This design comes from an exercise in tuning for small area, a short achievable clock period and few clock cycles per item on the open sky130 flow, not from production work.
At most, simulation tests tie the RTL to the original design; equivalence was not proved.
Power figures rest on the tool's default switching activity, not on a simulated workload.

==> module calculator, before the edit <==
module calculator(
    input  wire        clk,
    input  wire        rst_n,
    input  wire        start,
    input  wire [1:0]  op,
    input  wire [15:0] a,
    input  wire [15:0] b,
    output wire [15:0] result,
    output reg         overflow,
    output reg         done,
    output reg         error
);
reg  [15:0] X, Y, R;
reg         sgn;         
reg  [4:0]  cnt;         
reg         is_mul, is_div, subtr;    
reg         en;          
wire addsub = ~(is_mul | is_div);
wire cin  = subtr & ~sgn;
wire [16:0] B = {cin, X & {16{en}}};
wire [16:0] A = {R, Y[15] & ~is_mul};
wire [17:0] T;
pfx_add #(.W(17)) u_add (.a(A), .b(B), .ci(cin), .s(T[16:0]), .co(T[17]));
wire [16:0] cmp;
pfx_add #(.W(16)) u_cmp (.a({R[11:0], Y[15:12]}), .b(X), .ci(1'b1), .s(cmp[15:0]), .co(cmp[16]));
wire cnt_ge4 = |cnt[4:2];
wire skip = cnt_ge4 & (is_mul ? (Y[15:12] == 4'd0)
                              : (is_div & ~sgn & (R[15:12] == 4'd0) & ~cmp[16]));
wire [4:0] cnt_m1 = cnt - 5'd1;
wire [4:0] cnt_m4 = cnt - 5'd4;
wire last = skip ? (cnt == 5'd4) : (cnt == 5'd1);
wire busy = |cnt;
wire b_zero    = (b == 16'd0);
wire st_div    = (op == 2'b11);
wire st_addsub = ~op[1];
always @(posedge clk) begin
    if (start) begin
        X      <= op[0] ? ~b : b;
        en     <= op != 2'b10 | a[15];
        Y      <= {st_addsub ? a[0] : a[15], a[14:0]};
        R      <= st_addsub ? {1'b0, a[15:1]} : 16'd0;
        sgn    <= 1'b0;
        is_mul <= (op == 2'b10);
        is_div <= st_div;
        subtr  <= op[0];
        error  <= st_div & b_zero;
        overflow <= 1'b0;
    end else begin
        if (skip) begin
            R <= {R[11:0], Y[15:12]};
            Y <= {Y[11:0], 4'd0};
            en <= ~is_mul | Y[11];
        end else begin
            R   <= T[15:0];
            sgn <= is_div & T[16];
            X   <= X ^ {16{is_div & (T[16] ^ sgn)}};
            Y   <= {Y[14:0], is_div & ~T[16]};
            en <= ~is_mul | Y[14];
        end
        if (busy) begin
            if (addsub)
                overflow <= ~(R[14] ^ X[15]) & (R[14] ^ T[15]);
            else if (is_mul)
                overflow <= overflow | R[15] | (skip ? |R[14:12] : T[16]);
        end
    end
end
always @(posedge clk or negedge rst_n) begin
    if (!rst_n) begin
        cnt  <= 5'd0;
        done <= 1'b0;
    end else if (start) begin
        cnt  <= (st_div & b_zero) ? 5'd0 : (st_addsub ? 5'd1 : 5'd16);
        done <= st_div & b_zero;
    end else begin
        cnt  <= ~busy ? 5'd0 : (skip ? cnt_m4 : cnt_m1);
        done <= busy & last;
    end
end
assign result = (is_div & ~error) ? Y : R;
endmodule
export LEC_CHECK = 0
export ABC_CLOCK_PERIOD_IN_PS = 1500
export CAP_MARGIN = 20
export CORE_MARGIN = 2
export CORE_UTILIZATION = 40
export SETUP_SLACK_MARGIN = 1.5
export SLEW_MARGIN = 20
create_clock -name core_clock -period 4.0 [get_ports {clk}]
standard.sh (not shown) runs the stock make flow with config.mk's settings and CLKGATE_MAP_FILE= SYNTH_SCRIPT=/design/flow/synth_recipe.tcl, a recipe that flattens the netlist after the stock synthesis.
==> flow/flow/run.sh <==
#!/bin/bash
# Own layout flow: the standard ORFS layout (standard.sh), with the port
# buffers that global placement inserts made plain buffers
# (sky130_fd_sc_hd__buf_1) instead of the delay cell buffer_ports picks by
# default. Every input and output port still gets its own buffer.
# Full tool output goes to flow.log in the work folder; ORFS's per-step logs
# stay under orfs/logs/.
set -euo pipefail
cd "$(dirname "$0")/.."
bash standard.sh "BUFFER_PORTS_ARGS=-buffer_cell sky130_fd_sc_hd__buf_1" finish > flow.log 2>&1
Next try:
--- a/flow/design.v
+++ b/flow/design.v
@@ -15,8 +15,9 @@
 reg  [4:0]  cnt;         
 reg         is_mul, is_div, subtr;    
-reg         en;          
 wire addsub = ~(is_mul | is_div);
-wire cin  = subtr & ~sgn;
-wire [16:0] B = {cin, X & {16{en}}};
+wire flip = is_div & sgn;
+wire en   = ~is_mul | Y[15];
+wire cin  = subtr & ~flip;
+wire [16:0] B = {cin, (X ^ {16{flip}}) & {16{en}}};
 wire [16:0] A = {R, Y[15] & ~is_mul};
 wire [17:0] T;
@@ -37,5 +38,4 @@
     if (start) begin
         X      <= op[0] ? ~b : b;
-        en     <= op != 2'b10 | a[15];
         Y      <= {st_addsub ? a[0] : a[15], a[14:0]};
         R      <= st_addsub ? {1'b0, a[15:1]} : 16'd0;
@@ -50,11 +50,8 @@
             R <= {R[11:0], Y[15:12]};
             Y <= {Y[11:0], 4'd0};
-            en <= ~is_mul | Y[11];
         end else begin
             R   <= T[15:0];
-            sgn <= is_div & T[16];
-            X   <= X ^ {16{is_div & (T[16] ^ sgn)}};
+            sgn <= T[16];
             Y   <= {Y[14:0], is_div & ~T[16]};
-            en <= ~is_mul | Y[14];
         end
         if (busy) begin
Outcome: Routed wire length went down by roughly a tenth; design area went down by a little under a tenth; via count went down by roughly a tenth; cell count went down by a little under a tenth; die area went down by a little under a tenth; clock skew went up by 8.2 ps; global-route usage went down by 1.7 points.
No functional check of the RTL was part of any run of this note.

---

calculator, a different RTL version from the one above (not shown whole).
Size in the first run: roughly 710 cells after synthesis, ~59 flip-flops, roughly 56 I/O pins.
==> module calculator, before the edit <==
module calculator(
    input  wire        clk,
    input  wire        rst_n,
    input  wire        start,
    input  wire [1:0]  op,
    input  wire [15:0] a,
    input  wire [15:0] b,
    output wire [15:0] result,
    output reg         overflow,
    output reg         done,
    output reg         error
);
reg  [15:0] X, Y, R;
reg  [4:0]  cnt;         
reg  [1:0]  opr;         
reg         sel_q;       
wire is_mul = (opr == 2'b10);
wire is_div = (opr == 2'b11);
wire subtr  = opr[0];
wire addsub = ~opr[1];
wire [16:0] A = {R, Y[15] & ~is_mul};
wire [17:0] T;
pfx_add #(.W(17)) u_add (.a(A), .b({subtr, X}), .ci(subtr), .s(T[16:0]), .co(T[17]));
wire        cy = T[17];                  
wire [15:0] v = {R[11:0], Y[15:12]};
wire [15:0] top_x;
genvar gi;
generate
    for (gi = 0; gi < 16; gi = gi + 1) begin : tx
        if (gi == 15) begin : t
            assign top_x[gi] = 1'b1;
        end else begin : n
            assign top_x[gi] = &X[15:gi+1];
        end
    end
endgenerate
wire cnt_ge4  = |cnt[4:2];
wire skip_mul = cnt_ge4 & is_mul & (Y[15:12] == 4'd0);
wire skip_div = cnt_ge4 & is_div & (R[15:12] == 4'd0) & ~|(v & top_x);
wire skip     = skip_mul | skip_div;
wire skip16   = is_div & (cnt == 5'd16) & ~|(Y & top_x);    
wire use_t = addsub | (is_mul & Y[15]) | (is_div & cy);
wire q     = is_div & cy;
wire [4:0] cnt_m1 = cnt - 5'd1;
wire [4:0] cnt_m4 = cnt - 5'd4;
wire last = skip16 | (skip ? (cnt == 5'd4) : (cnt == 5'd1));
wire busy = |cnt;
wire b_zero    = (b == 16'd0);
wire st_div    = (op == 2'b11);
wire st_addsub = ~op[1];
wire ov_as  = busy & addsub;
wire ov_m   = busy & is_mul;
wire a15    = R[14];
wire ov_next = (overflow & ~ov_as)
             | (ov_m & (R[15] | (skip_mul & |R[14:12])))
             | (ov_m & ~skip_mul & Y[15] & T[16])
             | (ov_as & (a15 == X[15]) & (T[15] ^ a15));
always @(posedge clk) begin
    opr <= op;
    if (start) begin
        X      <= op[0] ? ~b : b;
        Y      <= {st_addsub ? a[0] : a[15], a[14:0]};
        R      <= st_addsub ? {1'b0, a[15:1]} : 16'd0;
        error  <= st_div & b_zero;
        sel_q  <= st_div & ~b_zero;
        overflow <= 1'b0;
    end else begin
        if (skip) begin
            R <= {R[11:0], Y[15:12]};
            Y <= {Y[11:0], 4'd0} & {16{~skip16}};
        end else begin
            R <= use_t ? T[15:0] : {R[14:0], Y[15]};
            Y <= {Y[14:0], q} & {16{~skip16}};
        end
        overflow <= ov_next;
    end
end
always @(posedge clk or negedge rst_n) begin
    if (!rst_n) begin
        cnt  <= 5'd0;
        done <= 1'b0;
    end else if (start) begin
        cnt  <= (st_div & b_zero) ? 5'd0 : (st_addsub ? 5'd1 : 5'd16);
        done <= st_div & b_zero;
    end else begin
        cnt  <= (~busy | skip16) ? 5'd0 : (skip ? cnt_m4 : cnt_m1);
        done <= busy & last;
    end
end
assign result = sel_q ? Y : R;
endmodule
Settings: LEC_CHECK=0, ABC_AREA=1, CAP_MARGIN=20, CORE_MARGIN=2, CORE_UTILIZATION=50, SETUP_SLACK_MARGIN=1.5, SLEW_MARGIN=20; clock period 4.0 ns.
Scripts as last shown in full above: flow/flow/run.sh
The first run finished clean.
Then changed:
--- a/flow/design.v
+++ b/flow/design.v
@@ -12,9 +12,8 @@
 );
 reg  [15:0] X, Y, R;
 reg  [4:0]  cnt;         
 reg  [1:0]  opr;         
-reg         sel_q;       
 wire is_mul = (opr == 2'b10);
 wire is_div = (opr == 2'b11);
 wire subtr  = opr[0];
 wire addsub = ~opr[1];
@@ -37,14 +36,13 @@
 wire cnt_ge4  = |cnt[4:2];
 wire skip_mul = cnt_ge4 & is_mul & (Y[15:12] == 4'd0);
 wire skip_div = cnt_ge4 & is_div & (R[15:12] == 4'd0) & ~|(v & top_x);
 wire skip     = skip_mul | skip_div;
-wire skip16   = is_div & (cnt == 5'd16) & ~|(Y & top_x);    
 wire use_t = addsub | (is_mul & Y[15]) | (is_div & cy);
 wire q     = is_div & cy;
 wire [4:0] cnt_m1 = cnt - 5'd1;
 wire [4:0] cnt_m4 = cnt - 5'd4;
-wire last = skip16 | (skip ? (cnt == 5'd4) : (cnt == 5'd1));
+wire last = skip ? (cnt == 5'd4) : (cnt == 5'd1);
 wire busy = |cnt;
 wire b_zero    = (b == 16'd0);
 wire st_div    = (op == 2'b11);
 wire st_addsub = ~op[1];
@@ -61,17 +59,16 @@
         X      <= op[0] ? ~b : b;
         Y      <= {st_addsub ? a[0] : a[15], a[14:0]};
         R      <= st_addsub ? {1'b0, a[15:1]} : 16'd0;
         error  <= st_div & b_zero;
-        sel_q  <= st_div & ~b_zero;
         overflow <= 1'b0;
     end else begin
         if (skip) begin
             R <= {R[11:0], Y[15:12]};
-            Y <= {Y[11:0], 4'd0} & {16{~skip16}};
+            Y <= {Y[11:0], 4'd0};
         end else begin
             R <= use_t ? T[15:0] : {R[14:0], Y[15]};
-            Y <= {Y[14:0], q} & {16{~skip16}};
+            Y <= {Y[14:0], q};
         end
         overflow <= ov_next;
     end
 end
@@ -82,13 +79,13 @@
     end else if (start) begin
         cnt  <= (st_div & b_zero) ? 5'd0 : (st_addsub ? 5'd1 : 5'd16);
         done <= st_div & b_zero;
     end else begin
-        cnt  <= (~busy | skip16) ? 5'd0 : (skip ? cnt_m4 : cnt_m1);
+        cnt  <= ~busy ? 5'd0 : (skip ? cnt_m4 : cnt_m1);
         done <= busy & last;
     end
 end
-assign result = sel_q ? Y : R;
+assign result = (is_div & ~error) ? Y : R;
 endmodule
 module pfx_add #(parameter W = 16) (
     input  wire [W-1:0] a,
     input  wire [W-1:0] b,
The changed run completed with no timing, DRC or antenna violations.
Final area fell by 7.5%.
Hold slack gets better by 0.0037 ns.
Via count fell by 12%.
Die area fell by 5.8%.
Wire length fell by 12%.
Flip-flop and latch count fell by 1.
Clock skew stays flat.
Non-clock buffer count fell by 13.
Testbench counts after the change, summed over its fixed seeds: cycles 20,242, ops 3,200.
For the first run of this note, only the layout was checked, not whether the RTL still works.

---

## the baseline
calculator, a different RTL version from the one above (not shown whole).
For scale: about 570 cells after synthesis, ~59 flip-flops, about 56 I/O pins.
// calculator
module calculator(
    input  wire        clk,
    input  wire        rst_n,
    input  wire        start,
    input  wire [1:0]  op,
    input  wire [15:0] a,
    input  wire [15:0] b,
    output wire [15:0] result,
    output reg         overflow,
    output reg         done,
    output reg         error
);
==> module calculator, before the edit <==
module calculator(
    input  wire        clk,
    input  wire        rst_n,
    input  wire        start,
    input  wire [1:0]  op,
    input  wire [15:0] a,
    input  wire [15:0] b,
    output wire [15:0] result,
    output reg         overflow,
    output reg         done,
    output reg         error
);
reg  [15:0] X, Y, R;
reg  [4:0]  cnt;         
reg         is_mul, is_div, subtr;    
wire addsub = ~(is_mul | is_div);
wire cnt_ge2 = |cnt[4:1];
wire cnt_ge4 = |cnt[4:2];
wire sh2 = is_mul & ~Y[15] & cnt_ge2;
wire [16:0] A = sh2 ? {R[14:0], 2'b00} : {R, Y[15] & ~is_mul};
wire [17:0] T;
pfx_add #(.W(17)) u_add (.a(A), .b({subtr, X}), .ci(subtr), .s(T[16:0]), .co(T[17]));
wire        cy = T[17];                  
wire mul_bit = sh2 ? Y[14] : Y[15];
wire use_t   = addsub | (is_mul ? mul_bit : cy);
wire q       = is_div & cy;
wire [16:0] cmp;
pfx_add #(.W(16)) u_cmp (.a({R[11:0], Y[15:12]}), .b(X), .ci(1'b1), .s(cmp[15:0]), .co(cmp[16]));
wire skip = cnt_ge4 & (is_mul ? (Y[15:12] == 4'd0)
                              : (is_div & (R[15:12] == 4'd0) & ~cmp[16]));
wire [4:0] cnt_m1 = cnt - 5'd1;
wire [4:0] cnt_m2 = cnt - 5'd2;
wire [4:0] cnt_m4 = cnt - 5'd4;
wire last = skip ? (cnt == 5'd4) : sh2 ? (cnt == 5'd2) : (cnt == 5'd1);
wire busy = |cnt;
wire b_zero    = (b == 16'd0);
wire st_div    = (op == 2'b11);
wire st_addsub = ~op[1];
always @(posedge clk) begin
    if (start) begin
        X      <= op[0] ? ~b : b;
        Y      <= {st_addsub ? a[0] : a[15], a[14:0]};
        R      <= st_addsub ? {1'b0, a[15:1]} : 16'd0;
        is_mul <= (op == 2'b10);
        is_div <= st_div;
        subtr  <= op[0];
        error  <= st_div & b_zero;
        overflow <= 1'b0;
    end else begin
        if (skip) begin
            R <= {R[11:0], Y[15:12]};
            Y <= {Y[11:0], 4'd0};
        end else begin
            R <= use_t ? T[15:0] : A[15:0];
            Y <= sh2 ? {Y[13:0], 2'b00} : {Y[14:0], q};
        end
        if (busy) begin
            if (addsub)
                overflow <= ~(R[14] ^ X[15]) & (R[14] ^ T[15]);
            else if (is_mul)
                overflow <= overflow | R[15] | (skip ? |R[14:12] : (A[16] | (use_t & T[16])));
        end
    end
end
always @(posedge clk or negedge rst_n) begin
    if (!rst_n) begin
        cnt  <= 5'd0;
        done <= 1'b0;
    end else if (start) begin
        cnt  <= (st_div & b_zero) ? 5'd0 : (st_addsub ? 5'd1 : 5'd16);
        done <= st_div & b_zero;
    end else begin
        cnt  <= ~busy ? 5'd0 : skip ? cnt_m4 : sh2 ? cnt_m2 : cnt_m1;
        done <= busy & last;
    end
end
assign result = (is_div & ~error) ? Y : R;
endmodule
Settings: LEC_CHECK=0, ABC_CLOCK_PERIOD_IN_PS=1500, CAP_MARGIN=20, CORE_MARGIN=2, CORE_UTILIZATION=40, SETUP_SLACK_MARGIN=1.5, SLEW_MARGIN=20; clock period 4.0 ns.
run.sh (not shown) runs the stock make flow with config.mk's settings and CLKGATE_MAP_FILE= SYNTH_SCRIPT=/design/flow/synth_recipe.tcl, a recipe that flattens the netlist after the stock synthesis.
Stock flow here: none of the scripts above is used.
What the candidate does differently from the baseline at the input level:
diff --git a/flow/design.v b/flow/design.v
--- a/flow/design.v
+++ b/flow/design.v
@@ -13,16 +13,14 @@
 reg  [15:0] X, Y, R;
 reg  [4:0]  cnt;         
+reg         sel_q;       
 reg         is_mul, is_div, subtr;    
+reg         cnt_ge4;     
 wire addsub = ~(is_mul | is_div);
-wire cnt_ge2 = |cnt[4:1];
-wire cnt_ge4 = |cnt[4:2];
-wire sh2 = is_mul & ~Y[15] & cnt_ge2;
-wire [16:0] A = sh2 ? {R[14:0], 2'b00} : {R, Y[15] & ~is_mul};
+wire [16:0] A  = {R, Y[15] & ~is_mul};
 wire [17:0] T;
 pfx_add #(.W(17)) u_add (.a(A), .b({subtr, X}), .ci(subtr), .s(T[16:0]), .co(T[17]));
 wire        cy = T[17];                  
-wire mul_bit = sh2 ? Y[14] : Y[15];
-wire use_t   = addsub | (is_mul ? mul_bit : cy);
-wire q       = is_div & cy;
+wire use_t  = addsub | (is_mul ? Y[15] : cy);
+wire q      = is_div & cy;
 wire [16:0] cmp;
 pfx_add #(.W(16)) u_cmp (.a({R[11:0], Y[15:12]}), .b(X), .ci(1'b1), .s(cmp[15:0]), .co(cmp[16]));
@@ -30,7 +28,6 @@
                               : (is_div & (R[15:12] == 4'd0) & ~cmp[16]));
 wire [4:0] cnt_m1 = cnt - 5'd1;
-wire [4:0] cnt_m2 = cnt - 5'd2;
 wire [4:0] cnt_m4 = cnt - 5'd4;
-wire last = skip ? (cnt == 5'd4) : sh2 ? (cnt == 5'd2) : (cnt == 5'd1);
+wire last = skip ? (cnt == 5'd4) : (cnt == 5'd1);
 wire busy = |cnt;
 wire b_zero    = (b == 16'd0);
@@ -45,5 +42,7 @@
         is_div <= st_div;
         subtr  <= op[0];
+        sel_q  <= st_div & ~b_zero;
         error  <= st_div & b_zero;
+        cnt_ge4 <= op[1] & ~(st_div & b_zero);
         overflow <= 1'b0;
     end else begin
@@ -52,12 +51,14 @@
             Y <= {Y[11:0], 4'd0};
         end else begin
-            R <= use_t ? T[15:0] : A[15:0];
-            Y <= sh2 ? {Y[13:0], 2'b00} : {Y[14:0], q};
+            R <= use_t ? T[15:0] : {R[14:0], Y[15]};
+            Y <= {Y[14:0], q};
         end
+        cnt_ge4 <= busy & (skip ? (cnt[4] | cnt[3])
+                                : (cnt[4] | cnt[3] | (cnt[2] & (cnt[1] | cnt[0]))));
         if (busy) begin
             if (addsub)
                 overflow <= ~(R[14] ^ X[15]) & (R[14] ^ T[15]);
             else if (is_mul)
-                overflow <= overflow | R[15] | (skip ? |R[14:12] : (A[16] | (use_t & T[16])));
+                overflow <= overflow | R[15] | (skip ? |R[14:12] : (Y[15] & T[16]));
         end
     end
@@ -71,9 +72,9 @@
         done <= st_div & b_zero;
     end else begin
-        cnt  <= ~busy ? 5'd0 : skip ? cnt_m4 : sh2 ? cnt_m2 : cnt_m1;
+        cnt  <= ~busy ? 5'd0 : (skip ? cnt_m4 : cnt_m1);
         done <= busy & last;
     end
 end
-assign result = (is_div & ~error) ? Y : R;
+assign result = sel_q ? Y : R;
 endmodule
 module pfx_add #(parameter W = 16) (
The candidate completed; timing, DRC and antenna clean
The baseline | stages: all done | timing, DRC, antenna: all pass
Taking the candidate over the baseline, the total power ratio works out to 0.61.
Cmp the candidate and the baseline / power density over cell area / higher: the baseline
Register fraction of the total cell area: the candidate higher than the baseline
Worst hold slack after final layout: the candidate and the baseline compared, higher one is the baseline
Post-synthesis async set-or-reset flop share on the candidate is down relative to the baseline.
Compared with the baseline, in the candidate number of nets still failing antenna checks after routing roughly the same, portion of the layout cell area used by non-clock buffers decreased by 3.2 points relative to the old numbers, post-route fraction of the period consumed by the critical path fell 15 points.
Sort the candidate and the baseline by layout buffer count excluding clock buffers asc -> top: the candidate
No run of this note included a check of the RTL's function; only the layout flow was run.

-- re-timing with driven ports --
In the flow no input, the clock included, has a driving cell. The finished layouts below were timed again as built, in two steps. Step 1 sets driving cells, clkbuf_16 on the clock port and buf_2 on the other inputs (assumed; they add their load-dependent delay and slew). Step 2, shift: input delay + t, output delay - t, t = (earliest + latest rising clock arrival at the registers) / 2. This alone moves slack from input paths to output paths. Three values: ideal, step 1, step 2; two values: the first two.
run	shift t [ns]	slack for setup (ns)	latest minus earliest clock arrival (ns)	cell pins on the clock port's net
the first run of note 1	0.371	1.038 / 1.038 / 1.038	0.008 / 0.007	1
the second run of note 1	0.386	1.139 / 1.139 / 1.139	0.015 / 0.015	1
the first run of note 2	0.380	1.728 / 1.728 / 1.728	0.010 / 0.011	1
the second run of note 2	0.374	1.566 / 1.531 / 1.604	0.013 / 0.013	1
the baseline	0.378	0.609 / 0.609 / 0.609	0.008 / 0.009	1
the candidate	0.377	1.199 / 1.199 / 1.199	0.012 / 0.012	1
After both steps every run listed still meets setup and hold.
